From an optimization exercise on the open Yosys and OpenROAD flow, aimed at small area and a short achievable clock period; shortcuts taken in it are not production practice.
Function was not checked in any run shown here: the RTL went through the layout flow alone.

==> flow/design.v (outline; a module is shown in full before it is edited, if it fits) <==
// module fixed: 16 lines
// module fir: 204 lines
// module add_sk_16: 71 lines
// module add_sk_20: 87 lines
// module add_sk_19: 81 lines
// module add_sk_22: 97 lines
// module add_sk_24: 111 lines
// module add_sk_25: 115 lines
// module add_bk_10: 35 lines
// module add_bk_11: 37 lines
// module add_bk_13: 45 lines
// module add_bk_14: 49 lines
// module add_bk_15: 51 lines
// module add_bk_16: 59 lines
// module add_rip_10: 9 lines
// module add_rip_16: 9 lines
module fir (
input [15:0] signal,
input clk,
output [15:0] out,
output [15:0] f1,
output [31:0] f2,f3,f4,
output [15:0] fo1
);
  // ...
==> flow/run.sh <==
#!/bin/bash
# synth_recipe.tcl (not shown) runs the flow's synth.tcl, then flattens the netlist and writes it again
# the make line also repeats each setting of config.mk as NAME=value (left out here)
make -C /OpenROAD-flow-scripts/flow DESIGN_CONFIG=/design/flow/config.mk WORK_HOME=/design/flow/orfs CLKGATE_MAP_FILE= SYNTH_SCRIPT=/design/flow/synth_recipe.tcl finish
==> flow/config.mk <==
export PLATFORM = sky130hd
export DESIGN_NAME = fir
export DESIGN_NICKNAME = fir
export VERILOG_FILES = /design/flow/design.v
export SDC_FILE = /design/flow/constraint.sdc
export NUM_CORES = 4
export LEC_CHECK = 0
export CAP_MARGIN = 20
export CORE_MARGIN = 2
export CORE_UTILIZATION = 40
export SLEW_MARGIN = 20
==> flow/constraint.sdc <==
create_clock -name core_clock -period 30.0 [get_ports {clk}]
set_input_delay 6.0000 -clock core_clock [delete_from_list [all_inputs] [get_ports {clk}]]
set_output_delay 6.0000 -clock core_clock [all_outputs]
set_load 0.01 [all_outputs]
==> impl_metrics.ini, run 1 <==
[final_layout]
fin_util = 0.464
layout_common_cells = dfxtp_1 (335), ha_1 (316), inv_1 (292)
largest-register = m45d
buf_share = 0.0640
final-clk-cell-share = 0.0463
drive_above_1_share = 0.0487
fin_cells = 3055
multiInputGateArea_mm2 = 0.0144
clock_buffers = 47

[cts]
cts_hold_buf = 0
cts.sinks = 335
clockBufferDepth = 3
cts_buffers = 37

[route]
viasPerCell = 4.86
drt-total-wl_um = 51800
first_pass_iters = 4
wl_met1_um = 24500
dr_wl_met2_um = 24200

[logic_synthesis]
postSynthCellCount = 2123
async_flop_share = 0
ys_seq_area_frac = 0.296
ys_ff_latch = 335
synth-warning-count = 1
synthMuxAreaShare = 0.0217

[run_status]
status = complete, no violations

[timing]
tns_ns = 0
fin_worst_hold_slack_ns = 0.350
grt_setup_unrepaired = false
tightest_slew_ns = 0.972

[flow_run]
max_cap_viol_count = 0

[placement]
gp_congestion = 0.851
pre_cts_ws_ns = 18.39
dpl_cell_area_mm2 = 0.0249

[global_route]
grt_most_used_layer = met2
grt_pass1_vias = 16200

[worst_setup_path]
critPathMostFrequentCell = ha_1
crit_path_end_kind = register
reg2reg_to = s1[15]
worstSetupPathType = input pin to register
crit_start = signal[14]
==> run 2: changes to the inputs <==
==> flow/design.v (replaced) <==
module fixed(
input [15:0] data,
output [15:0] fixed
);
wire sign = data[15];
wire expo_sign = data[14];
wire [3:0] e = data[13:10];
wire [11:0] w = {1'b1, data[9:0], 1'b0};
wire [26:0] wl = {15'b0, w} << e;
wire [11:0] wr = w >> e;
wire left = expo_sign & (e != 4'd0);
wire zero = (data == 16'b0);
wire [14:0] fv = zero ? 15'b0 : (left ? wl[16:2] : {3'b0, wr});
wire [14:0] mag = sign ? (~fv + 15'd1) : fv;
assign fixed = {sign, mag};
endmodule
module fir (
input [15:0] signal,
input clk,
output [15:0] out,
output [15:0] f1,
output [31:0] f2,f3,f4,
output [15:0] fo1
);
wire sign = signal[15];
wire expo_sign = signal[14];
wire [3:0] e = signal[13:10];
wire [11:0] w = {1'b1, signal[9:0], 1'b0};
wire [26:0] wl = {15'b0, w} << e;
wire [11:0] wr = w >> e;
wire left = expo_sign & (e != 4'd0);
wire zero = (signal == 16'b0);
wire [14:0] fv = zero ? 15'b0 : (left ? wl[16:2] : {3'b0, wr});
wire fz = (fv == 15'b0);
wire [15:0] mg = {sign & fz, fv};
wire [19:0] sx = {20{~sign}};
wire signed [15:0] xq_a = {1'b0, fv ^ {15{sign}}};
wire signed [15:0] xq_b = 16'sd0;
wire signed [15:0] xq;
wire [15:0] xq__p = xq_a ^ xq_b;
wire [15:0] xq__g0 = xq_a & xq_b;
wire [15:0] xq__g = {xq__g0[15:1], xq__g0[0] | (xq__p[0] & (sign))};
wire xq__G1 = xq__g[1] | (xq__p[1] & xq__g[0]);
wire xq__P1 = xq__p[1] & xq__p[0];
wire xq__G2 = xq__g[3] | (xq__p[3] & xq__g[2]);
wire xq__P2 = xq__p[3] & xq__p[2];
wire xq__G3 = xq__g[5] | (xq__p[5] & xq__g[4]);
wire xq__P3 = xq__p[5] & xq__p[4];
wire xq__G4 = xq__g[7] | (xq__p[7] & xq__g[6]);
wire xq__P4 = xq__p[7] & xq__p[6];
wire xq__G5 = xq__g[9] | (xq__p[9] & xq__g[8]);
wire xq__P5 = xq__p[9] & xq__p[8];
wire xq__G6 = xq__g[11] | (xq__p[11] & xq__g[10]);
wire xq__P6 = xq__p[11] & xq__p[10];
wire xq__G7 = xq__g[13] | (xq__p[13] & xq__g[12]);
wire xq__P7 = xq__p[13] & xq__p[12];
wire xq__G8 = xq__g[15] | (xq__p[15] & xq__g[14]);
wire xq__P8 = xq__p[15] & xq__p[14];
wire xq__G9 = xq__g[2] | (xq__p[2] & xq__G1);
wire xq__P9 = xq__p[2] & xq__P1;
wire xq__G10 = xq__G2 | (xq__P2 & xq__G1);
wire xq__P10 = xq__P2 & xq__P1;
wire xq__G11 = xq__g[6] | (xq__p[6] & xq__G3);
wire xq__P11 = xq__p[6] & xq__P3;
wire xq__G12 = xq__G4 | (xq__P4 & xq__G3);
wire xq__P12 = xq__P4 & xq__P3;
wire xq__G13 = xq__g[10] | (xq__p[10] & xq__G5);
wire xq__P13 = xq__p[10] & xq__P5;
wire xq__G14 = xq__G6 | (xq__P6 & xq__G5);
wire xq__P14 = xq__P6 & xq__P5;
wire xq__G15 = xq__g[14] | (xq__p[14] & xq__G7);
wire xq__P15 = xq__p[14] & xq__P7;
wire xq__G16 = xq__G8 | (xq__P8 & xq__G7);
wire xq__P16 = xq__P8 & xq__P7;
wire xq__G17 = xq__g[4] | (xq__p[4] & xq__G10);
wire xq__P17 = xq__p[4] & xq__P10;
wire xq__G18 = xq__G3 | (xq__P3 & xq__G10);
wire xq__P18 = xq__P3 & xq__P10;
wire xq__G19 = xq__G11 | (xq__P11 & xq__G10);
wire xq__P19 = xq__P11 & xq__P10;
wire xq__G20 = xq__G12 | (xq__P12 & xq__G10);
wire xq__P20 = xq__P12 & xq__P10;
wire xq__G21 = xq__g[12] | (xq__p[12] & xq__G14);
wire xq__P21 = xq__p[12] & xq__P14;
wire xq__G22 = xq__G7 | (xq__P7 & xq__G14);
wire xq__P22 = xq__P7 & xq__P14;
wire xq__G23 = xq__G15 | (xq__P15 & xq__G14);
wire xq__P23 = xq__P15 & xq__P14;
wire xq__G24 = xq__G16 | (xq__P16 & xq__G14);
wire xq__P24 = xq__P16 & xq__P14;
wire xq__G25 = xq__g[8] | (xq__p[8] & xq__G20);
wire xq__P25 = xq__p[8] & xq__P20;
wire xq__G26 = xq__G5 | (xq__P5 & xq__G20);
wire xq__P26 = xq__P5 & xq__P20;
wire xq__G27 = xq__G13 | (xq__P13 & xq__G20);
wire xq__P27 = xq__P13 & xq__P20;
wire xq__G28 = xq__G14 | (xq__P14 & xq__G20);
wire xq__P28 = xq__P14 & xq__P20;
wire xq__G29 = xq__G21 | (xq__P21 & xq__G20);
wire xq__P29 = xq__P21 & xq__P20;
wire xq__G30 = xq__G22 | (xq__P22 & xq__G20);
wire xq__P30 = xq__P22 & xq__P20;
wire xq__G31 = xq__G23 | (xq__P23 & xq__G20);
wire xq__P31 = xq__P23 & xq__P20;
wire xq__G32 = xq__G24 | (xq__P24 & xq__G20);
wire xq__P32 = xq__P24 & xq__P20;
wire [16:0] xq__c = {xq__G32, xq__G31, xq__G30, xq__G29, xq__G28, xq__G27, xq__G26, xq__G25, xq__G20, xq__G19, xq__G18, xq__G17, xq__G10, xq__G9, xq__G1, xq__g[0], (sign)};
assign xq = xq__p ^ xq__c[15:0];
wire signed [15:0] xin = {sign, xq[14:0]};
wire signed [19:0] nc_x = {1'b0, mg, 3'b0} ^ sx;
wire signed [19:0] nc_y = {4'b0, mg} ^ sx;
wire signed [19:0] nc_z = {18'b0, ~sign, 1'b0};
wire signed [19:0] nc_s = nc_x ^ nc_y ^ nc_z;
wire [19:0] nc_m = (nc_x & nc_y) | (nc_x & nc_z) | (nc_y & nc_z);
wire signed [19:0] nin_a = nc_s;
wire signed [19:0] nin_b = {nc_m[18:0], 1'b0};
wire signed [19:0] nin;
add_sk_20 i_nin (.a(nin_a), .b(nin_b), .ci(1'b0), .s(nin));
reg signed [15:0] x;
reg signed [19:0] n;           
always @(posedge clk) begin
  x <= xin;
  n <= nin;
end
wire signed [18:0] m5_a = n;
wire signed [18:0] m5_b = x <<< 2;
wire signed [18:0] m5;
wire [18:0] m5__p = m5_a ^ m5_b;
wire [18:0] m5__g0 = m5_a & m5_b;
wire [18:0] m5__g = {m5__g0[18:1], m5__g0[0] | (m5__p[0] & (1'b0))};
wire m5__G1 = m5__g[1] | (m5__p[1] & m5__g[0]);
wire m5__P1 = m5__p[1] & m5__p[0];
wire m5__G2 = m5__g[3] | (m5__p[3] & m5__g[2]);
wire m5__P2 = m5__p[3] & m5__p[2];
wire m5__G3 = m5__g[5] | (m5__p[5] & m5__g[4]);
wire m5__P3 = m5__p[5] & m5__p[4];
wire m5__G4 = m5__g[7] | (m5__p[7] & m5__g[6]);
wire m5__P4 = m5__p[7] & m5__p[6];
wire m5__G5 = m5__g[9] | (m5__p[9] & m5__g[8]);
wire m5__P5 = m5__p[9] & m5__p[8];
wire m5__G6 = m5__g[11] | (m5__p[11] & m5__g[10]);
wire m5__P6 = m5__p[11] & m5__p[10];
wire m5__G7 = m5__g[13] | (m5__p[13] & m5__g[12]);
wire m5__P7 = m5__p[13] & m5__p[12];
wire m5__G8 = m5__g[15] | (m5__p[15] & m5__g[14]);
wire m5__P8 = m5__p[15] & m5__p[14];
wire m5__G9 = m5__g[17] | (m5__p[17] & m5__g[16]);
wire m5__P9 = m5__p[17] & m5__p[16];
wire m5__G10 = m5__g[2] | (m5__p[2] & m5__G1);
wire m5__P10 = m5__p[2] & m5__P1;
wire m5__G11 = m5__G2 | (m5__P2 & m5__G1);
wire m5__P11 = m5__P2 & m5__P1;
wire m5__G12 = m5__g[6] | (m5__p[6] & m5__G3);
wire m5__P12 = m5__p[6] & m5__P3;
wire m5__G13 = m5__G4 | (m5__P4 & m5__G3);
wire m5__P13 = m5__P4 & m5__P3;
wire m5__G14 = m5__g[10] | (m5__p[10] & m5__G5);
wire m5__P14 = m5__p[10] & m5__P5;
wire m5__G15 = m5__G6 | (m5__P6 & m5__G5);
wire m5__P15 = m5__P6 & m5__P5;
wire m5__G16 = m5__g[14] | (m5__p[14] & m5__G7);
wire m5__P16 = m5__p[14] & m5__P7;
wire m5__G17 = m5__G8 | (m5__P8 & m5__G7);
wire m5__P17 = m5__P8 & m5__P7;
wire m5__G18 = m5__g[18] | (m5__p[18] & m5__G9);
wire m5__P18 = m5__p[18] & m5__P9;
wire m5__G19 = m5__g[4] | (m5__p[4] & m5__G11);
wire m5__P19 = m5__p[4] & m5__P11;
wire m5__G20 = m5__G3 | (m5__P3 & m5__G11);
wire m5__P20 = m5__P3 & m5__P11;
wire m5__G21 = m5__G12 | (m5__P12 & m5__G11);
wire m5__P21 = m5__P12 & m5__P11;
wire m5__G22 = m5__G13 | (m5__P13 & m5__G11);
wire m5__P22 = m5__P13 & m5__P11;
wire m5__G23 = m5__g[12] | (m5__p[12] & m5__G15);
wire m5__P23 = m5__p[12] & m5__P15;
wire m5__G24 = m5__G7 | (m5__P7 & m5__G15);
wire m5__P24 = m5__P7 & m5__P15;
wire m5__G25 = m5__G16 | (m5__P16 & m5__G15);
wire m5__P25 = m5__P16 & m5__P15;
wire m5__G26 = m5__G17 | (m5__P17 & m5__G15);
wire m5__P26 = m5__P17 & m5__P15;
wire m5__G27 = m5__g[8] | (m5__p[8] & m5__G22);
wire m5__P27 = m5__p[8] & m5__P22;
wire m5__G28 = m5__G5 | (m5__P5 & m5__G22);
wire m5__P28 = m5__P5 & m5__P22;
wire m5__G29 = m5__G14 | (m5__P14 & m5__G22);
wire m5__P29 = m5__P14 & m5__P22;
wire m5__G30 = m5__G15 | (m5__P15 & m5__G22);
wire m5__P30 = m5__P15 & m5__P22;
wire m5__G31 = m5__G23 | (m5__P23 & m5__G22);
wire m5__P31 = m5__P23 & m5__P22;
wire m5__G32 = m5__G24 | (m5__P24 & m5__G22);
wire m5__P32 = m5__P24 & m5__P22;
wire m5__G33 = m5__G25 | (m5__P25 & m5__G22);
wire m5__P33 = m5__P25 & m5__P22;
wire m5__G34 = m5__G26 | (m5__P26 & m5__G22);
wire m5__P34 = m5__P26 & m5__P22;
wire m5__G35 = m5__g[16] | (m5__p[16] & m5__G34);
wire m5__P35 = m5__p[16] & m5__P34;
wire m5__G36 = m5__G9 | (m5__P9 & m5__G34);
wire m5__P36 = m5__P9 & m5__P34;
wire m5__G37 = m5__G18 | (m5__P18 & m5__G34);
wire m5__P37 = m5__P18 & m5__P34;
wire [19:0] m5__c = {m5__G37, m5__G36, m5__G35, m5__G34, m5__G33, m5__G32, m5__G31, m5__G30, m5__G29, m5__G28, m5__G27, m5__G22, m5__G21, m5__G20, m5__G19, m5__G11, m5__G10, m5__G1, m5__g[0], (1'b0)};
assign m5 = m5__p ^ m5__c[18:0];
wire signed [19:0] m11_a = n;
wire signed [19:0] m11_b = ~(x <<< 1);
wire signed [19:0] m11;
wire [19:0] m11__p = m11_a ^ m11_b;
wire [19:0] m11__g0 = m11_a & m11_b;
wire [19:0] m11__g = {m11__g0[19:1], m11__g0[0] | (m11__p[0] & (1'b1))};
wire m11__G1 = m11__g[1] | (m11__p[1] & m11__g[0]);
wire m11__P1 = m11__p[1] & m11__p[0];
wire m11__G2 = m11__g[3] | (m11__p[3] & m11__g[2]);
wire m11__P2 = m11__p[3] & m11__p[2];
wire m11__G3 = m11__g[5] | (m11__p[5] & m11__g[4]);
wire m11__P3 = m11__p[5] & m11__p[4];
wire m11__G4 = m11__g[7] | (m11__p[7] & m11__g[6]);
wire m11__P4 = m11__p[7] & m11__p[6];
wire m11__G5 = m11__g[9] | (m11__p[9] & m11__g[8]);
wire m11__P5 = m11__p[9] & m11__p[8];
wire m11__G6 = m11__g[11] | (m11__p[11] & m11__g[10]);
wire m11__P6 = m11__p[11] & m11__p[10];
wire m11__G7 = m11__g[13] | (m11__p[13] & m11__g[12]);
wire m11__P7 = m11__p[13] & m11__p[12];
wire m11__G8 = m11__g[15] | (m11__p[15] & m11__g[14]);
wire m11__P8 = m11__p[15] & m11__p[14];
wire m11__G9 = m11__g[17] | (m11__p[17] & m11__g[16]);
wire m11__P9 = m11__p[17] & m11__p[16];
wire m11__G10 = m11__g[19] | (m11__p[19] & m11__g[18]);
wire m11__P10 = m11__p[19] & m11__p[18];
wire m11__G11 = m11__g[2] | (m11__p[2] & m11__G1);
wire m11__P11 = m11__p[2] & m11__P1;
wire m11__G12 = m11__G2 | (m11__P2 & m11__G1);
wire m11__P12 = m11__P2 & m11__P1;
wire m11__G13 = m11__g[6] | (m11__p[6] & m11__G3);
wire m11__P13 = m11__p[6] & m11__P3;
wire m11__G14 = m11__G4 | (m11__P4 & m11__G3);
wire m11__P14 = m11__P4 & m11__P3;
wire m11__G15 = m11__g[10] | (m11__p[10] & m11__G5);
wire m11__P15 = m11__p[10] & m11__P5;
wire m11__G16 = m11__G6 | (m11__P6 & m11__G5);
wire m11__P16 = m11__P6 & m11__P5;
wire m11__G17 = m11__g[14] | (m11__p[14] & m11__G7);
wire m11__P17 = m11__p[14] & m11__P7;
wire m11__G18 = m11__G8 | (m11__P8 & m11__G7);
wire m11__P18 = m11__P8 & m11__P7;
wire m11__G19 = m11__g[18] | (m11__p[18] & m11__G9);
wire m11__P19 = m11__p[18] & m11__P9;
wire m11__G20 = m11__G10 | (m11__P10 & m11__G9);
wire m11__P20 = m11__P10 & m11__P9;
wire m11__G21 = m11__g[4] | (m11__p[4] & m11__G12);
wire m11__P21 = m11__p[4] & m11__P12;
wire m11__G22 = m11__G3 | (m11__P3 & m11__G12);
wire m11__P22 = m11__P3 & m11__P12;
wire m11__G23 = m11__G13 | (m11__P13 & m11__G12);
wire m11__P23 = m11__P13 & m11__P12;
wire m11__G24 = m11__G14 | (m11__P14 & m11__G12);
wire m11__P24 = m11__P14 & m11__P12;
wire m11__G25 = m11__g[12] | (m11__p[12] & m11__G16);
wire m11__P25 = m11__p[12] & m11__P16;
wire m11__G26 = m11__G7 | (m11__P7 & m11__G16);
wire m11__P26 = m11__P7 & m11__P16;
wire m11__G27 = m11__G17 | (m11__P17 & m11__G16);
wire m11__P27 = m11__P17 & m11__P16;
wire m11__G28 = m11__G18 | (m11__P18 & m11__G16);
wire m11__P28 = m11__P18 & m11__P16;
wire m11__G29 = m11__g[8] | (m11__p[8] & m11__G24);
wire m11__P29 = m11__p[8] & m11__P24;
wire m11__G30 = m11__G5 | (m11__P5 & m11__G24);
wire m11__P30 = m11__P5 & m11__P24;
wire m11__G31 = m11__G15 | (m11__P15 & m11__G24);
wire m11__P31 = m11__P15 & m11__P24;
wire m11__G32 = m11__G16 | (m11__P16 & m11__G24);
wire m11__P32 = m11__P16 & m11__P24;
wire m11__G33 = m11__G25 | (m11__P25 & m11__G24);
wire m11__P33 = m11__P25 & m11__P24;
wire m11__G34 = m11__G26 | (m11__P26 & m11__G24);
wire m11__P34 = m11__P26 & m11__P24;
wire m11__G35 = m11__G27 | (m11__P27 & m11__G24);
wire m11__P35 = m11__P27 & m11__P24;
wire m11__G36 = m11__G28 | (m11__P28 & m11__G24);
wire m11__P36 = m11__P28 & m11__P24;
wire m11__G37 = m11__g[16] | (m11__p[16] & m11__G36);
wire m11__P37 = m11__p[16] & m11__P36;
wire m11__G38 = m11__G9 | (m11__P9 & m11__G36);
wire m11__P38 = m11__P9 & m11__P36;
wire m11__G39 = m11__G19 | (m11__P19 & m11__G36);
wire m11__P39 = m11__P19 & m11__P36;
wire m11__G40 = m11__G20 | (m11__P20 & m11__G36);
wire m11__P40 = m11__P20 & m11__P36;
wire [20:0] m11__c = {m11__G40, m11__G39, m11__G38, m11__G37, m11__G36, m11__G35, m11__G34, m11__G33, m11__G32, m11__G31, m11__G30, m11__G29, m11__G24, m11__G23, m11__G22, m11__G21, m11__G12, m11__G11, m11__G1, m11__g[0], (1'b1)};
assign m11 = m11__p ^ m11__c[19:0];
wire signed [21:0] m45_a = n <<< 2;
wire signed [21:0] m45_b = n;
wire signed [21:0] m45;
wire [21:0] m45__p = m45_a ^ m45_b;
wire [21:0] m45__g0 = m45_a & m45_b;
wire [21:0] m45__g = {m45__g0[21:1], m45__g0[0] | (m45__p[0] & (1'b0))};
wire m45__G1 = m45__g[1] | (m45__p[1] & m45__g[0]);
wire m45__P1 = m45__p[1] & m45__p[0];
wire m45__G2 = m45__g[3] | (m45__p[3] & m45__g[2]);
wire m45__P2 = m45__p[3] & m45__p[2];
wire m45__G3 = m45__g[5] | (m45__p[5] & m45__g[4]);
wire m45__P3 = m45__p[5] & m45__p[4];
wire m45__G4 = m45__g[7] | (m45__p[7] & m45__g[6]);
wire m45__P4 = m45__p[7] & m45__p[6];
wire m45__G5 = m45__g[9] | (m45__p[9] & m45__g[8]);
wire m45__P5 = m45__p[9] & m45__p[8];
wire m45__G6 = m45__g[11] | (m45__p[11] & m45__g[10]);
wire m45__P6 = m45__p[11] & m45__p[10];
wire m45__G7 = m45__g[13] | (m45__p[13] & m45__g[12]);
wire m45__P7 = m45__p[13] & m45__p[12];
wire m45__G8 = m45__g[15] | (m45__p[15] & m45__g[14]);
wire m45__P8 = m45__p[15] & m45__p[14];
wire m45__G9 = m45__g[17] | (m45__p[17] & m45__g[16]);
wire m45__P9 = m45__p[17] & m45__p[16];
wire m45__G10 = m45__g[19] | (m45__p[19] & m45__g[18]);
wire m45__P10 = m45__p[19] & m45__p[18];
wire m45__G11 = m45__g[21] | (m45__p[21] & m45__g[20]);
wire m45__P11 = m45__p[21] & m45__p[20];
wire m45__G12 = m45__g[2] | (m45__p[2] & m45__G1);
wire m45__P12 = m45__p[2] & m45__P1;
wire m45__G13 = m45__G2 | (m45__P2 & m45__G1);
wire m45__P13 = m45__P2 & m45__P1;
wire m45__G14 = m45__g[6] | (m45__p[6] & m45__G3);
wire m45__P14 = m45__p[6] & m45__P3;
wire m45__G15 = m45__G4 | (m45__P4 & m45__G3);
wire m45__P15 = m45__P4 & m45__P3;
wire m45__G16 = m45__g[10] | (m45__p[10] & m45__G5);
wire m45__P16 = m45__p[10] & m45__P5;
wire m45__G17 = m45__G6 | (m45__P6 & m45__G5);
wire m45__P17 = m45__P6 & m45__P5;
wire m45__G18 = m45__g[14] | (m45__p[14] & m45__G7);
wire m45__P18 = m45__p[14] & m45__P7;
wire m45__G19 = m45__G8 | (m45__P8 & m45__G7);
wire m45__P19 = m45__P8 & m45__P7;
wire m45__G20 = m45__g[18] | (m45__p[18] & m45__G9);
wire m45__P20 = m45__p[18] & m45__P9;
wire m45__G21 = m45__G10 | (m45__P10 & m45__G9);
wire m45__P21 = m45__P10 & m45__P9;
wire m45__G22 = m45__g[4] | (m45__p[4] & m45__G13);
wire m45__P22 = m45__p[4] & m45__P13;
wire m45__G23 = m45__G3 | (m45__P3 & m45__G13);
wire m45__P23 = m45__P3 & m45__P13;
wire m45__G24 = m45__G14 | (m45__P14 & m45__G13);
wire m45__P24 = m45__P14 & m45__P13;
wire m45__G25 = m45__G15 | (m45__P15 & m45__G13);
wire m45__P25 = m45__P15 & m45__P13;
wire m45__G26 = m45__g[12] | (m45__p[12] & m45__G17);
wire m45__P26 = m45__p[12] & m45__P17;
wire m45__G27 = m45__G7 | (m45__P7 & m45__G17);
wire m45__P27 = m45__P7 & m45__P17;
wire m45__G28 = m45__G18 | (m45__P18 & m45__G17);
wire m45__P28 = m45__P18 & m45__P17;
wire m45__G29 = m45__G19 | (m45__P19 & m45__G17);
wire m45__P29 = m45__P19 & m45__P17;
wire m45__G30 = m45__g[20] | (m45__p[20] & m45__G21);
wire m45__P30 = m45__p[20] & m45__P21;
wire m45__G31 = m45__G11 | (m45__P11 & m45__G21);
wire m45__P31 = m45__P11 & m45__P21;
wire m45__G32 = m45__g[8] | (m45__p[8] & m45__G25);
wire m45__P32 = m45__p[8] & m45__P25;
wire m45__G33 = m45__G5 | (m45__P5 & m45__G25);
wire m45__P33 = m45__P5 & m45__P25;
wire m45__G34 = m45__G16 | (m45__P16 & m45__G25);
wire m45__P34 = m45__P16 & m45__P25;
wire m45__G35 = m45__G17 | (m45__P17 & m45__G25);
wire m45__P35 = m45__P17 & m45__P25;
wire m45__G36 = m45__G26 | (m45__P26 & m45__G25);
wire m45__P36 = m45__P26 & m45__P25;
wire m45__G37 = m45__G27 | (m45__P27 & m45__G25);
wire m45__P37 = m45__P27 & m45__P25;
wire m45__G38 = m45__G28 | (m45__P28 & m45__G25);
wire m45__P38 = m45__P28 & m45__P25;
wire m45__G39 = m45__G29 | (m45__P29 & m45__G25);
wire m45__P39 = m45__P29 & m45__P25;
wire m45__G40 = m45__g[16] | (m45__p[16] & m45__G39);
wire m45__P40 = m45__p[16] & m45__P39;
wire m45__G41 = m45__G9 | (m45__P9 & m45__G39);
wire m45__P41 = m45__P9 & m45__P39;
wire m45__G42 = m45__G20 | (m45__P20 & m45__G39);
wire m45__P42 = m45__P20 & m45__P39;
wire m45__G43 = m45__G21 | (m45__P21 & m45__G39);
wire m45__P43 = m45__P21 & m45__P39;
wire m45__G44 = m45__G30 | (m45__P30 & m45__G39);
wire m45__P44 = m45__P30 & m45__P39;
wire m45__G45 = m45__G31 | (m45__P31 & m45__G39);
wire m45__P45 = m45__P31 & m45__P39;
wire [22:0] m45__c = {m45__G45, m45__G44, m45__G43, m45__G42, m45__G41, m45__G40, m45__G39, m45__G38, m45__G37, m45__G36, m45__G35, m45__G34, m45__G33, m45__G32, m45__G25, m45__G24, m45__G23, m45__G22, m45__G13, m45__G12, m45__G1, m45__g[0], (1'b0)};
assign m45 = m45__p ^ m45__c[21:0];
reg signed [9:0] ndh;          
reg nz;                        
reg signed [18:0] m5d;         
reg signed [21:0] m45d;        
reg signed [19:0] m11d;        
reg signed [19:0] r4;          
always @(posedge clk) begin
  ndh <= n[19:10];
  nz <= ~|n[9:0];
  m5d <= m5;
  m45d <= m45;
  m11d <= m11;
  r4 <= {m5d, 1'b0};
end
wire [23:0] p205_a = m45d;
wire [23:0] p205_b = m5d <<< 5;
wire p205_ci = 1'b0;
wire [10:0] p205_g = p205_a[10:0] & p205_b[10:0];
wire [10:0] p205_p = p205_a[10:0] | p205_b[10:0];
wire [11:0] p205_c;
wire p205_G1 = p205_g[0] | (p205_p[0] & p205_ci);
wire p205_G2 = p205_g[2] | (p205_p[2] & p205_g[1]);
wire p205_P2 = p205_p[2] & p205_p[1];
wire p205_G3 = p205_g[4] | (p205_p[4] & p205_g[3]);
wire p205_P3 = p205_p[4] & p205_p[3];
wire p205_G4 = p205_g[6] | (p205_p[6] & p205_g[5]);
wire p205_P4 = p205_p[6] & p205_p[5];
wire p205_G5 = p205_g[8] | (p205_p[8] & p205_g[7]);
wire p205_P5 = p205_p[8] & p205_p[7];
wire p205_G6 = p205_g[10] | (p205_p[10] & p205_g[9]);
wire p205_P6 = p205_p[10] & p205_p[9];
wire p205_G7 = p205_G2 | (p205_P2 & p205_G1);
wire p205_G8 = p205_G4 | (p205_P4 & p205_G3);
wire p205_P8 = p205_P4 & p205_P3;
wire p205_G9 = p205_G6 | (p205_P6 & p205_G5);
wire p205_P9 = p205_P6 & p205_P5;
wire p205_G10 = p205_G8 | (p205_P8 & p205_G7);
wire p205_G11 = p205_G9 | (p205_P9 & p205_G10);
assign p205_c[11] = p205_G11;
wire [10:0] p205_k = {p205_p[9:0], p205_ci};
wire p205_z = &(~(p205_a[10:0] ^ p205_b[10:0] ^ p205_k));
wire [12:0] p205_hi;
add_rip_13 i_p205_hi (.a(p205_a[23:11]), .b(p205_b[23:11]), .ci(p205_c[11]), .s(p205_hi));
wire signed [24:0] c407_x = m11d <<< 5;
wire signed [24:0] c407_y = m45d;
wire signed [24:0] c407_z = m5d <<< 1;
wire signed [24:0] c407_s = c407_x ^ c407_y ^ c407_z;
wire [24:0] c407_m = (c407_x & c407_y) | (c407_x & c407_z) | (c407_y & c407_z);
wire [24:0] p407_a = c407_s;
wire [24:0] p407_b = {c407_m[23:0], 1'b0};
wire p407_ci = 1'b0;
wire [10:0] p407_g = p407_a[10:0] & p407_b[10:0];
wire [10:0] p407_p = p407_a[10:0] | p407_b[10:0];
wire [11:0] p407_c;
wire p407_G1 = p407_g[0] | (p407_p[0] & p407_ci);
wire p407_G2 = p407_g[2] | (p407_p[2] & p407_g[1]);
wire p407_P2 = p407_p[2] & p407_p[1];
wire p407_G3 = p407_g[4] | (p407_p[4] & p407_g[3]);
wire p407_P3 = p407_p[4] & p407_p[3];
wire p407_G4 = p407_g[6] | (p407_p[6] & p407_g[5]);
wire p407_P4 = p407_p[6] & p407_p[5];
wire p407_G5 = p407_g[8] | (p407_p[8] & p407_g[7]);
wire p407_P5 = p407_p[8] & p407_p[7];
wire p407_G6 = p407_g[10] | (p407_p[10] & p407_g[9]);
wire p407_P6 = p407_p[10] & p407_p[9];
wire p407_G7 = p407_G2 | (p407_P2 & p407_G1);
wire p407_G8 = p407_G4 | (p407_P4 & p407_G3);
wire p407_P8 = p407_P4 & p407_P3;
wire p407_G9 = p407_G6 | (p407_P6 & p407_G5);
wire p407_P9 = p407_P6 & p407_P5;
wire p407_G10 = p407_G8 | (p407_P8 & p407_G7);
wire p407_G11 = p407_G9 | (p407_P9 & p407_G10);
assign p407_c[11] = p407_G11;
wire [10:0] p407_k = {p407_p[9:0], p407_ci};
wire p407_z = &(~(p407_a[10:0] ^ p407_b[10:0] ^ p407_k));
wire [13:0] p407_hi;
add_rip_14 i_p407_hi (.a(p407_a[24:11]), .b(p407_b[24:11]), .ci(p407_c[11]), .s(p407_hi));
wire signed [24:0] c327_x = m11d <<< 5;
wire signed [24:0] c327_y = ~(m5d <<< 2);
wire signed [24:0] c327_z = ~m5d;
wire signed [24:0] c327_s = c327_x ^ c327_y ^ c327_z;
wire [24:0] c327_m = (c327_x & c327_y) | (c327_x & c327_z) | (c327_y & c327_z);
wire [24:0] p327_a = c327_s;
wire [24:0] p327_b = {c327_m[23:0], 1'b1};
wire p327_ci = 1'b1;
wire [10:0] p327_g = p327_a[10:0] & p327_b[10:0];
wire [10:0] p327_p = p327_a[10:0] | p327_b[10:0];
wire [11:0] p327_c;
wire p327_G1 = p327_g[0] | (p327_p[0] & p327_ci);
wire p327_G2 = p327_g[2] | (p327_p[2] & p327_g[1]);
wire p327_P2 = p327_p[2] & p327_p[1];
wire p327_G3 = p327_g[4] | (p327_p[4] & p327_g[3]);
wire p327_P3 = p327_p[4] & p327_p[3];
wire p327_G4 = p327_g[6] | (p327_p[6] & p327_g[5]);
wire p327_P4 = p327_p[6] & p327_p[5];
wire p327_G5 = p327_g[8] | (p327_p[8] & p327_g[7]);
wire p327_P5 = p327_p[8] & p327_p[7];
wire p327_G6 = p327_g[10] | (p327_p[10] & p327_g[9]);
wire p327_P6 = p327_p[10] & p327_p[9];
wire p327_G7 = p327_G2 | (p327_P2 & p327_G1);
wire p327_G8 = p327_G4 | (p327_P4 & p327_G3);
wire p327_P8 = p327_P4 & p327_P3;
wire p327_G9 = p327_G6 | (p327_P6 & p327_G5);
wire p327_P9 = p327_P6 & p327_P5;
wire p327_G10 = p327_G8 | (p327_P8 & p327_G7);
wire p327_G11 = p327_G9 | (p327_P9 & p327_G10);
assign p327_c[11] = p327_G11;
wire [10:0] p327_k = {p327_p[9:0], p327_ci};
wire p327_z = &(~(p327_a[10:0] ^ p327_b[10:0] ^ p327_k));
wire [13:0] p327_hi;
add_rip_14 i_p327_hi (.a(p327_a[24:11]), .b(p327_b[24:11]), .ci(p327_c[11]), .s(p327_hi));
wire signed [8:0]  t9   = ndh[9:1];
wire signed [8:0]  t11  = m11d[19:11];
wire signed [8:0]  t10  = m5d[18:10];
wire signed [9:0]  c18  = ~ndh;           wire z18  = nz;
wire signed [11:0] c90  = ~m45d[21:10];   wire z90  = ~|m45d[9:0];
wire signed [12:0] c205 = ~p205_hi;   wire z205 = p205_z;
wire signed [13:0] c327 = ~p327_hi;   wire z327 = p327_z;
wire signed [13:0] c407 = ~p407_hi;   wire z407 = p407_z;
reg signed [8:0] v15;
reg signed [9:0] v14;
reg signed [9:0] v13;
reg signed [10:0] v12;
reg signed [12:0] v11;
reg signed [13:0] v10;
reg signed [14:0] v9;
reg signed [15:0] v8;
reg signed [15:0] v7;
reg signed [15:0] v6;
reg signed [15:0] v5;
reg signed [15:0] v4;
reg signed [15:0] v3;
wire signed [9:0] v14_n_a = t11;
wire signed [9:0] v14_n_b = v15;
wire signed [9:0] v14_n;
wire [10:0] v14_n__c;
assign v14_n__c[0] = (1'b0);
genvar v14_n__i;
generate for (v14_n__i = 0; v14_n__i < 10; v14_n__i = v14_n__i + 1) begin : v14_n__r
  assign v14_n[v14_n__i] = v14_n_a[v14_n__i] ^ v14_n_b[v14_n__i] ^ v14_n__c[v14_n__i];
  assign v14_n__c[v14_n__i+1] = (v14_n_a[v14_n__i] & v14_n_b[v14_n__i]) | (v14_n_a[v14_n__i] & v14_n__c[v14_n__i]) | (v14_n_b[v14_n__i] & v14_n__c[v14_n__i]);
end endgenerate
wire signed [9:0] v13_n_a = t10;
wire signed [9:0] v13_n_b = v14;
wire signed [9:0] v13_n;
wire [10:0] v13_n__c;
assign v13_n__c[0] = (1'b0);
genvar v13_n__i;
generate for (v13_n__i = 0; v13_n__i < 10; v13_n__i = v13_n__i + 1) begin : v13_n__r
  assign v13_n[v13_n__i] = v13_n_a[v13_n__i] ^ v13_n_b[v13_n__i] ^ v13_n__c[v13_n__i];
  assign v13_n__c[v13_n__i+1] = (v13_n_a[v13_n__i] & v13_n_b[v13_n__i]) | (v13_n_a[v13_n__i] & v13_n__c[v13_n__i]) | (v13_n_b[v13_n__i] & v13_n__c[v13_n__i]);
end endgenerate
wire signed [10:0] v12_n_a = c18;
wire signed [10:0] v12_n_b = v13;
wire signed [10:0] v12_n;
wire [11:0] v12_n__c;
assign v12_n__c[0] = (z18);
genvar v12_n__i;
generate for (v12_n__i = 0; v12_n__i < 11; v12_n__i = v12_n__i + 1) begin : v12_n__r
  assign v12_n[v12_n__i] = v12_n_a[v12_n__i] ^ v12_n_b[v12_n__i] ^ v12_n__c[v12_n__i];
  assign v12_n__c[v12_n__i+1] = (v12_n_a[v12_n__i] & v12_n_b[v12_n__i]) | (v12_n_a[v12_n__i] & v12_n__c[v12_n__i]) | (v12_n_b[v12_n__i] & v12_n__c[v12_n__i]);
end endgenerate
wire signed [12:0] v11_n_a = c90;
wire signed [12:0] v11_n_b = v12;
wire signed [12:0] v11_n;
wire [13:0] v11_n__c;
assign v11_n__c[0] = (z90);
genvar v11_n__i;
generate for (v11_n__i = 0; v11_n__i < 13; v11_n__i = v11_n__i + 1) begin : v11_n__r
  assign v11_n[v11_n__i] = v11_n_a[v11_n__i] ^ v11_n_b[v11_n__i] ^ v11_n__c[v11_n__i];
  assign v11_n__c[v11_n__i+1] = (v11_n_a[v11_n__i] & v11_n_b[v11_n__i]) | (v11_n_a[v11_n__i] & v11_n__c[v11_n__i]) | (v11_n_b[v11_n__i] & v11_n__c[v11_n__i]);
end endgenerate
wire signed [13:0] v10_n_a = c205;
wire signed [13:0] v10_n_b = v11;
wire signed [13:0] v10_n;
wire [14:0] v10_n__c;
assign v10_n__c[0] = (z205);
genvar v10_n__i;
generate for (v10_n__i = 0; v10_n__i < 14; v10_n__i = v10_n__i + 1) begin : v10_n__r
  assign v10_n[v10_n__i] = v10_n_a[v10_n__i] ^ v10_n_b[v10_n__i] ^ v10_n__c[v10_n__i];
  assign v10_n__c[v10_n__i+1] = (v10_n_a[v10_n__i] & v10_n_b[v10_n__i]) | (v10_n_a[v10_n__i] & v10_n__c[v10_n__i]) | (v10_n_b[v10_n__i] & v10_n__c[v10_n__i]);
end endgenerate
wire signed [14:0] v9_n_a = c327;
wire signed [14:0] v9_n_b = v10;
wire signed [14:0] v9_n;
wire [15:0] v9_n__c;
assign v9_n__c[0] = (z327);
genvar v9_n__i;
generate for (v9_n__i = 0; v9_n__i < 15; v9_n__i = v9_n__i + 1) begin : v9_n__r
  assign v9_n[v9_n__i] = v9_n_a[v9_n__i] ^ v9_n_b[v9_n__i] ^ v9_n__c[v9_n__i];
  assign v9_n__c[v9_n__i+1] = (v9_n_a[v9_n__i] & v9_n_b[v9_n__i]) | (v9_n_a[v9_n__i] & v9_n__c[v9_n__i]) | (v9_n_b[v9_n__i] & v9_n__c[v9_n__i]);
end endgenerate
wire signed [15:0] v8_n_a = c407;
wire signed [15:0] v8_n_b = v9;
wire signed [15:0] v8_n;
wire [16:0] v8_n__c;
assign v8_n__c[0] = (z407);
genvar v8_n__i;
generate for (v8_n__i = 0; v8_n__i < 16; v8_n__i = v8_n__i + 1) begin : v8_n__r
  assign v8_n[v8_n__i] = v8_n_a[v8_n__i] ^ v8_n_b[v8_n__i] ^ v8_n__c[v8_n__i];
  assign v8_n__c[v8_n__i+1] = (v8_n_a[v8_n__i] & v8_n_b[v8_n__i]) | (v8_n_a[v8_n__i] & v8_n__c[v8_n__i]) | (v8_n_b[v8_n__i] & v8_n__c[v8_n__i]);
end endgenerate
wire signed [15:0] v7_n_a = c407;
wire signed [15:0] v7_n_b = v8;
wire signed [15:0] v7_n;
wire [16:0] v7_n__c;
assign v7_n__c[0] = (z407);
genvar v7_n__i;
generate for (v7_n__i = 0; v7_n__i < 16; v7_n__i = v7_n__i + 1) begin : v7_n__r
  assign v7_n[v7_n__i] = v7_n_a[v7_n__i] ^ v7_n_b[v7_n__i] ^ v7_n__c[v7_n__i];
  assign v7_n__c[v7_n__i+1] = (v7_n_a[v7_n__i] & v7_n_b[v7_n__i]) | (v7_n_a[v7_n__i] & v7_n__c[v7_n__i]) | (v7_n_b[v7_n__i] & v7_n__c[v7_n__i]);
end endgenerate
wire signed [15:0] v6_n_a = c327;
wire signed [15:0] v6_n_b = v7;
wire signed [15:0] v6_n;
wire [16:0] v6_n__c;
assign v6_n__c[0] = (z327);
genvar v6_n__i;
generate for (v6_n__i = 0; v6_n__i < 16; v6_n__i = v6_n__i + 1) begin : v6_n__r
  assign v6_n[v6_n__i] = v6_n_a[v6_n__i] ^ v6_n_b[v6_n__i] ^ v6_n__c[v6_n__i];
  assign v6_n__c[v6_n__i+1] = (v6_n_a[v6_n__i] & v6_n_b[v6_n__i]) | (v6_n_a[v6_n__i] & v6_n__c[v6_n__i]) | (v6_n_b[v6_n__i] & v6_n__c[v6_n__i]);
end endgenerate
wire signed [15:0] v5_n_a = c205;
wire signed [15:0] v5_n_b = v6;
wire signed [15:0] v5_n;
wire [16:0] v5_n__c;
assign v5_n__c[0] = (z205);
genvar v5_n__i;
generate for (v5_n__i = 0; v5_n__i < 16; v5_n__i = v5_n__i + 1) begin : v5_n__r
  assign v5_n[v5_n__i] = v5_n_a[v5_n__i] ^ v5_n_b[v5_n__i] ^ v5_n__c[v5_n__i];
  assign v5_n__c[v5_n__i+1] = (v5_n_a[v5_n__i] & v5_n_b[v5_n__i]) | (v5_n_a[v5_n__i] & v5_n__c[v5_n__i]) | (v5_n_b[v5_n__i] & v5_n__c[v5_n__i]);
end endgenerate
wire signed [15:0] v4_n_a = c90;
wire signed [15:0] v4_n_b = v5;
wire signed [15:0] v4_n;
wire [16:0] v4_n__c;
assign v4_n__c[0] = (z90);
genvar v4_n__i;
generate for (v4_n__i = 0; v4_n__i < 16; v4_n__i = v4_n__i + 1) begin : v4_n__r
  assign v4_n[v4_n__i] = v4_n_a[v4_n__i] ^ v4_n_b[v4_n__i] ^ v4_n__c[v4_n__i];
  assign v4_n__c[v4_n__i+1] = (v4_n_a[v4_n__i] & v4_n_b[v4_n__i]) | (v4_n_a[v4_n__i] & v4_n__c[v4_n__i]) | (v4_n_b[v4_n__i] & v4_n__c[v4_n__i]);
end endgenerate
wire signed [15:0] v3_n_a = c18;
wire signed [15:0] v3_n_b = v4;
wire signed [15:0] v3_n;
wire [16:0] v3_n__c;
assign v3_n__c[0] = (z18);
genvar v3_n__i;
generate for (v3_n__i = 0; v3_n__i < 16; v3_n__i = v3_n__i + 1) begin : v3_n__r
  assign v3_n[v3_n__i] = v3_n_a[v3_n__i] ^ v3_n_b[v3_n__i] ^ v3_n__c[v3_n__i];
  assign v3_n__c[v3_n__i+1] = (v3_n_a[v3_n__i] & v3_n_b[v3_n__i]) | (v3_n_a[v3_n__i] & v3_n__c[v3_n__i]) | (v3_n_b[v3_n__i] & v3_n__c[v3_n__i]);
end endgenerate
wire signed [8:0] t11x = m11[19:11];
wire signed [9:0] u_n_a = t11x;
wire signed [9:0] u_n_b = t10;
wire signed [9:0] u_n;
wire [10:0] u_n__c;
assign u_n__c[0] = (1'b0);
genvar u_n__i;
generate for (u_n__i = 0; u_n__i < 10; u_n__i = u_n__i + 1) begin : u_n__r
  assign u_n[u_n__i] = u_n_a[u_n__i] ^ u_n_b[u_n__i] ^ u_n__c[u_n__i];
  assign u_n__c[u_n__i+1] = (u_n_a[u_n__i] & u_n_b[u_n__i]) | (u_n_a[u_n__i] & u_n__c[u_n__i]) | (u_n_b[u_n__i] & u_n__c[u_n__i]);
end endgenerate
wire signed [15:0] cs1_x = t11x;
wire signed [15:0] cs1_y = t10;
wire signed [15:0] cs1_z = v3;
wire signed [15:0] cs1_s = cs1_x ^ cs1_y ^ cs1_z;
wire [15:0] cs1_m = (cs1_x & cs1_y) | (cs1_x & cs1_z) | (cs1_y & cs1_z);
wire signed [15:0] s1_n_a = cs1_s;
wire signed [15:0] s1_n_b = {cs1_m[14:0], 1'b0};
wire signed [15:0] s1_n;
wire [15:0] s1_n__p = s1_n_a ^ s1_n_b;
wire [15:0] s1_n__g0 = s1_n_a & s1_n_b;
wire [15:0] s1_n__g = {s1_n__g0[15:1], s1_n__g0[0] | (s1_n__p[0] & (1'b0))};
wire s1_n__G1 = s1_n__g[1] | (s1_n__p[1] & s1_n__g[0]);
wire s1_n__P1 = s1_n__p[1] & s1_n__p[0];
wire s1_n__G2 = s1_n__g[3] | (s1_n__p[3] & s1_n__g[2]);
wire s1_n__P2 = s1_n__p[3] & s1_n__p[2];
wire s1_n__G3 = s1_n__g[5] | (s1_n__p[5] & s1_n__g[4]);
wire s1_n__P3 = s1_n__p[5] & s1_n__p[4];
wire s1_n__G4 = s1_n__g[7] | (s1_n__p[7] & s1_n__g[6]);
wire s1_n__P4 = s1_n__p[7] & s1_n__p[6];
wire s1_n__G5 = s1_n__g[9] | (s1_n__p[9] & s1_n__g[8]);
wire s1_n__P5 = s1_n__p[9] & s1_n__p[8];
wire s1_n__G6 = s1_n__g[11] | (s1_n__p[11] & s1_n__g[10]);
wire s1_n__P6 = s1_n__p[11] & s1_n__p[10];
wire s1_n__G7 = s1_n__g[13] | (s1_n__p[13] & s1_n__g[12]);
wire s1_n__P7 = s1_n__p[13] & s1_n__p[12];
wire s1_n__G8 = s1_n__g[15] | (s1_n__p[15] & s1_n__g[14]);
wire s1_n__P8 = s1_n__p[15] & s1_n__p[14];
wire s1_n__G9 = s1_n__G2 | (s1_n__P2 & s1_n__G1);
wire s1_n__P9 = s1_n__P2 & s1_n__P1;
wire s1_n__G10 = s1_n__G4 | (s1_n__P4 & s1_n__G3);
wire s1_n__P10 = s1_n__P4 & s1_n__P3;
wire s1_n__G11 = s1_n__G6 | (s1_n__P6 & s1_n__G5);
wire s1_n__P11 = s1_n__P6 & s1_n__P5;
wire s1_n__G12 = s1_n__G8 | (s1_n__P8 & s1_n__G7);
wire s1_n__P12 = s1_n__P8 & s1_n__P7;
wire s1_n__G13 = s1_n__G10 | (s1_n__P10 & s1_n__G9);
wire s1_n__P13 = s1_n__P10 & s1_n__P9;
wire s1_n__G14 = s1_n__G12 | (s1_n__P12 & s1_n__G11);
wire s1_n__P14 = s1_n__P12 & s1_n__P11;
wire s1_n__G15 = s1_n__G14 | (s1_n__P14 & s1_n__G13);
wire s1_n__P15 = s1_n__P14 & s1_n__P13;
wire s1_n__G16 = s1_n__G11 | (s1_n__P11 & s1_n__G13);
wire s1_n__P16 = s1_n__P11 & s1_n__P13;
wire s1_n__G17 = s1_n__G3 | (s1_n__P3 & s1_n__G9);
wire s1_n__P17 = s1_n__P3 & s1_n__P9;
wire s1_n__G18 = s1_n__G5 | (s1_n__P5 & s1_n__G13);
wire s1_n__P18 = s1_n__P5 & s1_n__P13;
wire s1_n__G19 = s1_n__G7 | (s1_n__P7 & s1_n__G16);
wire s1_n__P19 = s1_n__P7 & s1_n__P16;
wire s1_n__G20 = s1_n__g[2] | (s1_n__p[2] & s1_n__G1);
wire s1_n__P20 = s1_n__p[2] & s1_n__P1;
wire s1_n__G21 = s1_n__g[4] | (s1_n__p[4] & s1_n__G9);
wire s1_n__P21 = s1_n__p[4] & s1_n__P9;
wire s1_n__G22 = s1_n__g[6] | (s1_n__p[6] & s1_n__G17);
wire s1_n__P22 = s1_n__p[6] & s1_n__P17;
wire s1_n__G23 = s1_n__g[8] | (s1_n__p[8] & s1_n__G13);
wire s1_n__P23 = s1_n__p[8] & s1_n__P13;
wire s1_n__G24 = s1_n__g[10] | (s1_n__p[10] & s1_n__G18);
wire s1_n__P24 = s1_n__p[10] & s1_n__P18;
wire s1_n__G25 = s1_n__g[12] | (s1_n__p[12] & s1_n__G16);
wire s1_n__P25 = s1_n__p[12] & s1_n__P16;
wire s1_n__G26 = s1_n__g[14] | (s1_n__p[14] & s1_n__G19);
wire s1_n__P26 = s1_n__p[14] & s1_n__P19;
wire [16:0] s1_n__c = {s1_n__G15, s1_n__G26, s1_n__G19, s1_n__G25, s1_n__G16, s1_n__G24, s1_n__G18, s1_n__G23, s1_n__G13, s1_n__G22, s1_n__G17, s1_n__G21, s1_n__G9, s1_n__G20, s1_n__G1, s1_n__g[0], (1'b0)};
assign s1_n = s1_n__p ^ s1_n__c[15:0];
reg signed [15:0] s1;
reg signed [9:0] u;
always @(posedge clk) begin
  v15 <= t9;
  v14 <= v14_n;
  v13 <= v13_n;
  v12 <= v12_n;
  v11 <= v11_n;
  v10 <= v10_n;
  v9 <= v9_n;
  v8 <= v8_n;
  v7 <= v7_n;
  v6 <= v6_n;
  v5 <= v5_n;
  v4 <= v4_n;
  v3 <= v3_n;
  u <= u_n;
  s1 <= s1_n;
end
wire signed [8:0] t0 = n[19:11];
wire signed [15:0] out_n_a = s1;
wire signed [15:0] out_n_b = t0;
wire signed [15:0] out_n;
add_sk_16 i_out_n (.a(out_n_a), .b(out_n_b), .ci(1'b0), .s(out_n));
wire signed [15:0] fo1_n_a = u;
wire signed [15:0] fo1_n_b = t0;
wire signed [15:0] fo1_n;
add_sk_16 i_fo1_n (.a(fo1_n_a), .b(fo1_n_b), .ci(1'b0), .s(fo1_n));
assign out = out_n;
assign fo1 = fo1_n;
assign f1 = x;
assign f2 = {{12{n[19]}}, n};
assign f3 = {{12{m11d[19]}}, m11d};
assign f4 = {{12{r4[19]}}, r4};
endmodule
module add_sk_20(input [19:0] a, input [19:0] b, input ci, output [19:0] s);
wire [19:0] p = a ^ b;
wire [19:0] g0 = a & b;
wire [19:0] g = {g0[19:1], g0[0] | (p[0] & ci)};
wire G1 = g[1] | (p[1] & g[0]);
wire P1 = p[1] & p[0];
wire G2 = g[3] | (p[3] & g[2]);
wire P2 = p[3] & p[2];
wire G3 = g[5] | (p[5] & g[4]);
wire P3 = p[5] & p[4];
wire G4 = g[7] | (p[7] & g[6]);
wire P4 = p[7] & p[6];
wire G5 = g[9] | (p[9] & g[8]);
wire P5 = p[9] & p[8];
wire G6 = g[11] | (p[11] & g[10]);
wire P6 = p[11] & p[10];
wire G7 = g[13] | (p[13] & g[12]);
wire P7 = p[13] & p[12];
wire G8 = g[15] | (p[15] & g[14]);
wire P8 = p[15] & p[14];
wire G9 = g[17] | (p[17] & g[16]);
wire P9 = p[17] & p[16];
wire G10 = g[19] | (p[19] & g[18]);
wire P10 = p[19] & p[18];
wire G11 = g[2] | (p[2] & G1);
wire P11 = p[2] & P1;
wire G12 = G2 | (P2 & G1);
wire P12 = P2 & P1;
wire G13 = g[6] | (p[6] & G3);
wire P13 = p[6] & P3;
wire G14 = G4 | (P4 & G3);
wire P14 = P4 & P3;
wire G15 = g[10] | (p[10] & G5);
wire P15 = p[10] & P5;
wire G16 = G6 | (P6 & G5);
wire P16 = P6 & P5;
wire G17 = g[14] | (p[14] & G7);
wire P17 = p[14] & P7;
wire G18 = G8 | (P8 & G7);
wire P18 = P8 & P7;
wire G19 = g[18] | (p[18] & G9);
wire P19 = p[18] & P9;
wire G20 = G10 | (P10 & G9);
wire P20 = P10 & P9;
wire G21 = g[4] | (p[4] & G12);
wire P21 = p[4] & P12;
wire G22 = G3 | (P3 & G12);
wire P22 = P3 & P12;
wire G23 = G13 | (P13 & G12);
wire P23 = P13 & P12;
wire G24 = G14 | (P14 & G12);
wire P24 = P14 & P12;
wire G25 = g[12] | (p[12] & G16);
wire P25 = p[12] & P16;
wire G26 = G7 | (P7 & G16);
wire P26 = P7 & P16;
wire G27 = G17 | (P17 & G16);
wire P27 = P17 & P16;
wire G28 = G18 | (P18 & G16);
wire P28 = P18 & P16;
wire G29 = g[8] | (p[8] & G24);
wire P29 = p[8] & P24;
wire G30 = G5 | (P5 & G24);
wire P30 = P5 & P24;
wire G31 = G15 | (P15 & G24);
wire P31 = P15 & P24;
wire G32 = G16 | (P16 & G24);
wire P32 = P16 & P24;
wire G33 = G25 | (P25 & G24);
wire P33 = P25 & P24;
wire G34 = G26 | (P26 & G24);
wire P34 = P26 & P24;
wire G35 = G27 | (P27 & G24);
wire P35 = P27 & P24;
wire G36 = G28 | (P28 & G24);
wire P36 = P28 & P24;
wire G37 = g[16] | (p[16] & G36);
wire P37 = p[16] & P36;
wire G38 = G9 | (P9 & G36);
wire P38 = P9 & P36;
wire G39 = G19 | (P19 & G36);
wire P39 = P19 & P36;
wire G40 = G20 | (P20 & G36);
wire P40 = P20 & P36;
wire [20:0] c = {G40, G39, G38, G37, G36, G35, G34, G33, G32, G31, G30, G29, G24, G23, G22, G21, G12, G11, G1, g[0], ci};
assign s = p ^ c[19:0];
endmodule
module add_rip_13(input [12:0] a, input [12:0] b, input ci, output [12:0] s);
wire [13:0] c;
assign c[0] = ci;
genvar i;
generate for (i = 0; i < 13; i = i + 1) begin : r
  assign s[i] = a[i] ^ b[i] ^ c[i];
  assign c[i+1] = (a[i] & b[i]) | (a[i] & c[i]) | (b[i] & c[i]);
end endgenerate
endmodule
module add_rip_14(input [13:0] a, input [13:0] b, input ci, output [13:0] s);
wire [14:0] c;
assign c[0] = ci;
genvar i;
generate for (i = 0; i < 14; i = i + 1) begin : r
  assign s[i] = a[i] ^ b[i] ^ c[i];
  assign c[i+1] = (a[i] & b[i]) | (a[i] & c[i]) | (b[i] & c[i]);
end endgenerate
endmodule
module add_sk_16(input [15:0] a, input [15:0] b, input ci, output [15:0] s);
wire [15:0] p = a ^ b;
wire [15:0] g0 = a & b;
wire [15:0] g = {g0[15:1], g0[0] | (p[0] & ci)};
wire G1 = g[1] | (p[1] & g[0]);
wire P1 = p[1] & p[0];
wire G2 = g[3] | (p[3] & g[2]);
wire P2 = p[3] & p[2];
wire G3 = g[5] | (p[5] & g[4]);
wire P3 = p[5] & p[4];
wire G4 = g[7] | (p[7] & g[6]);
wire P4 = p[7] & p[6];
wire G5 = g[9] | (p[9] & g[8]);
wire P5 = p[9] & p[8];
wire G6 = g[11] | (p[11] & g[10]);
wire P6 = p[11] & p[10];
wire G7 = g[13] | (p[13] & g[12]);
wire P7 = p[13] & p[12];
wire G8 = g[15] | (p[15] & g[14]);
wire P8 = p[15] & p[14];
wire G9 = g[2] | (p[2] & G1);
wire P9 = p[2] & P1;
wire G10 = G2 | (P2 & G1);
wire P10 = P2 & P1;
wire G11 = g[6] | (p[6] & G3);
wire P11 = p[6] & P3;
wire G12 = G4 | (P4 & G3);
wire P12 = P4 & P3;
wire G13 = g[10] | (p[10] & G5);
wire P13 = p[10] & P5;
wire G14 = G6 | (P6 & G5);
wire P14 = P6 & P5;
wire G15 = g[14] | (p[14] & G7);
wire P15 = p[14] & P7;
wire G16 = G8 | (P8 & G7);
wire P16 = P8 & P7;
wire G17 = g[4] | (p[4] & G10);
wire P17 = p[4] & P10;
wire G18 = G3 | (P3 & G10);
wire P18 = P3 & P10;
wire G19 = G11 | (P11 & G10);
wire P19 = P11 & P10;
wire G20 = G12 | (P12 & G10);
wire P20 = P12 & P10;
wire G21 = g[12] | (p[12] & G14);
wire P21 = p[12] & P14;
wire G22 = G7 | (P7 & G14);
wire P22 = P7 & P14;
wire G23 = G15 | (P15 & G14);
wire P23 = P15 & P14;
wire G24 = G16 | (P16 & G14);
wire P24 = P16 & P14;
wire G25 = g[8] | (p[8] & G20);
wire P25 = p[8] & P20;
wire G26 = G5 | (P5 & G20);
wire P26 = P5 & P20;
wire G27 = G13 | (P13 & G20);
wire P27 = P13 & P20;
wire G28 = G14 | (P14 & G20);
wire P28 = P14 & P20;
wire G29 = G21 | (P21 & G20);
wire P29 = P21 & P20;
wire G30 = G22 | (P22 & G20);
wire P30 = P22 & P20;
wire G31 = G23 | (P23 & G20);
wire P31 = P23 & P20;
wire G32 = G24 | (P24 & G20);
wire P32 = P24 & P20;
wire [16:0] c = {G32, G31, G30, G29, G28, G27, G26, G25, G20, G19, G18, G17, G10, G9, G1, g[0], ci};
assign s = p ^ c[15:0];
endmodule
==> flow/flow/run.sh (new file) <==
#!/bin/bash
# The standard layout (the standard.sh), with the ports buffered by buf_1 cells.
bash standard.sh BUFFER_PORTS_ARGS="-buffer_cell sky130_fd_sc_hd__buf_1" finish > standard.log 2>&1
==> flow/standard.sh (new file) <==
#!/bin/bash
# synth_recipe.tcl (not shown) runs the flow's synth.tcl, then flattens the netlist and writes it again
# the make line also repeats each setting of config.mk as NAME=value (left out here)
make -C /OpenROAD-flow-scripts/flow DESIGN_CONFIG=/design/flow/config.mk WORK_HOME=/design/flow/orfs CLKGATE_MAP_FILE= SYNTH_SCRIPT=/design/flow/synth_recipe.tcl "${@:-finish}"
==> flow/config.mk (replaced) <==
export PLATFORM = sky130hd
export DESIGN_NAME = fir
export DESIGN_NICKNAME = fir
export VERILOG_FILES = /design/flow/design.v
export SDC_FILE = /design/flow/constraint.sdc
export NUM_CORES = 4
export LEC_CHECK = 0
export ABC_AREA = 1
export CAP_MARGIN = 20
export CORE_MARGIN = 2
export CORE_UTILIZATION = 40
export CTS_CLUSTER_DIAMETER = 60
export CTS_CLUSTER_SIZE = 40
export SLEW_MARGIN = 20
export SYNTH_HIERARCHICAL = 1
removed: flow/run.sh
==> run 2 against run 1 <==
Compared with the run above: still clean; sequential share of layout area up 1.2 points; global-route usage fell by 0.42 points; critical path type unchanged; largest cell class unchanged.
==> impl_metrics.ini, run 2 <==
[cts]
clockBufferDepth = 3
cts.sinks = 328
root_buffer = clkbuf_16
cts_tree = done
cts.repair.resized = 0
clkTransAtPathRegs_ns = 0.09
cts_buffers = 29
cts_setup_buffers = 0
htree_levels = 1
clk_latency_ns = 0.59
cts_hold_buf = 0

[route]
drt-total-wl_um = 48800
wl_per_cell_um = 14.9
ant_nets = 0
viasPerCell = 4.46
drc = 0
first_pass_iters = 5
vias = 14600
drt_iter0_markers = 652

[die]
io_pins = 161
fp.dieH_um = 239
fp.dieArea_mm2 = 0.0573
std_cell_rows = 86
die_w_um = 239
start_util = 0.403
core_mm2 = 0.0550

[final_layout]
num-nets-final = 2998
n_antenna_cell = 0
fin_util = 0.444
syn_to_final_growth_pct = 10.1
fill_cells = 5284
largest_reg_flops = 21
layout_common_cells = inv_1 (616), dfxtp_1 (328), nand2_1 (298)
final_common_cell = inv_1
reg.largest.list = m45d x21, m11d x20, n x20
fin_cells = 3267
drive_above_1_share = 0.0595
largest-register = m45d

[worst_setup_path]
worst-path-max-fanout = 18
path_cells = buf_1 -> inv_4 -> nand2_4 -> nand2_1 -> nand2_1 -> a21oi_2 -> nand2_1 -> o211ai_1 -> a21oi_1 -> ha_1 -> inv_1 -> ha_1 -> ha_1 -> nand2_1 -> nand3_2 -> nand2_1 -> nand2_2 -> nand2_2 -> nand2_4 -> fa_1 -> xor2_1
cp_slowest_cell = buf_1
slowest_delay_ns = 0.70
crit_required_ns = 30.47
critPathMostFrequentCell = nand2_1
crit-reg2reg-launch = m11d[0]
crit_path_end_kind = register
worstPathArrival_ns = 10.05
crit_start = signal[10]
worstSetupPathType = input pin to register
rrSetupSlack_ns = 20.50
critPathLaunchType = input pin

[global_route]
antenna_found_initial = 0
track_usage = 0.178
grt_max_degree = 36
grt_pass1_wl_um = 79400
grt_pass1_vias = 15100
overflow = 0

[timing]
grt_setup_unrepaired = false
slew_headroom = 0.356
skew_ns = 0.0185
setup_viol = 0
fmax_ghz = 0.104
fin_crit_sh = 0.319
tns_ns = 0
final_hold_viol_count = 0
report.final.slew_viol_count = 0
tightest_slew_ns = 0.966
min_period_ns = 9.58

[logic_synthesis]
synth_edf_count = 0
ys_top_cells_by_area = dfxtp_1 (30%), fa_1 (26%), ha_1 (11%), inv_1 (10%), nand2_1 (5.0%)
synth_cell_types = 47
ys_seq_area_frac = 0.296
avgSynthCellArea_um2 = 9.42
yosysMostFrequentCell = inv_1
async_flop_share = 0
ys_ff_latch = 328
yosys_most_used_dff = dfxtp_1
synth_common_cells = inv_1 (616), dfxtp_1 (328), nand2_1 (298)
synth-warning-count = 7
post-synth-top-area-cell = dfxtp_1
syn_area_mm2 = 0.0222
synth.top_cell.area_share = 0.296
postSynthCellCount = 2354

[placement]
gp_congestion = 0.846
port_buffers = 159
place_hpwl_um = 41000
dp_cells = 3213

[flow_run]
max_cap_viol_count = 0

[worst_hold_path]
hp-class = register to register
min-delay-start = m5d[4]

[run_status]
status = complete, no violations
[run 2: final cells by class]
class                           instances  area (um2)  share of cell area
Timing Repair Buffer                  166         649              0.0266
Multi-Input combinational cell       1345       12800               0.525
Sequential cell                       328        6570               0.269
Clock buffer                           32         737              0.0302
Inverter                              626        2360              0.0966
Clock inverter                         22         357              0.0146
Tap cell                              748         936              0.0383
[run 2: Yosys stat by module, one instance, submodules excluded]
module      flip-flops and latches  cells  times used
add_rip_13                       0     26           1
add_rip_14                       0     27           2
add_sk_16                        0    129           2
add_sk_20                        0    139           1
fir                            328   1877           1
[run 2: final timing paths]
path         endpoint  cells past startpoint
max             n[17]                     21
min             r4[5]                      0
max reg2reg    v7[15]                     30
min reg2reg     r4[5]                      0
[run 2: routing by layer]
metal	vias to the layer above	GRT usage	wire length (um)
li1	7268	-	-
met1	7036	0.237	22200
met2	210	0.305	23600
met3	62	0.0275	2040
met4	0	0.0411	1020
met5	-	0	0
[run 2: through the flow]
step                cell area (um2)  setup slack, ns  hold WS, ns
floorplan                     22200            21.01        0.355
global placement              23300            19.86        0.402
detailed placement            23300            19.83        0.403
CTS                           24400            20.43        0.418
global route                  24400            20.03        0.439
finish                        24400            20.42        0.420
[run 2: critical path: cells and delay by family]
family | cells | cell delay (ns)
compound gates | 3 | 0.55
buf+inv | 3 | 1.01
fa+ha+maj | 4 | 1.32
xor+xnor | 1 | 0.17
simple gates | 10 | 0.99
[run 2: cells by family (layout without fill, tap and decap cells)]
family / after synthesis / count (layout) / share of synthesized area
compound gates: 135 / 135 / 0.0357
other cells: 1 / 6 / 0.000169
buf+inv: 686 / 846 / 0.127
xor+xnor: 98 / 98 / 0.0387
simple gates: 621 / 621 / 0.132
flops: 328 / 328 / 0.296
fa+ha+maj: 485 / 485 / 0.371

## static timing again, ports no longer ideal
Ports are ideal in the flow. The routed layouts listed here were re-timed in OpenROAD.
Step 1 assumes that a clkbuf_16 drives the clock port and a buf_2 every other input.
Step 2 moves the port delays by t, midway between the first and last clock arrival at a register: inputs arrive t later, outputs are due t later. That takes back most of the time a late clock gives input paths.
Slacks: no drivers / after step 1 / after step 2; pairs: no drivers / after step 1.
| run | t (ns) | setup slack, ns | worst setup path after step 2 | worst register clock-pin slew, ns |
|---|---|---|---|---|
| run 1 | 0.612 | 18.926 / 18.960 / 18.348 | input to register | 0.07 / 0.07 |
| run 2 | 0.637 | 20.421 / 20.449 / 19.813 | input to register | 0.09 / 0.09 |
After both steps every run listed still meets setup and hold. For run 2, which loses most, drivers alone change the setup slack by +0.028 ns; drivers and shift together by -0.608 ns.
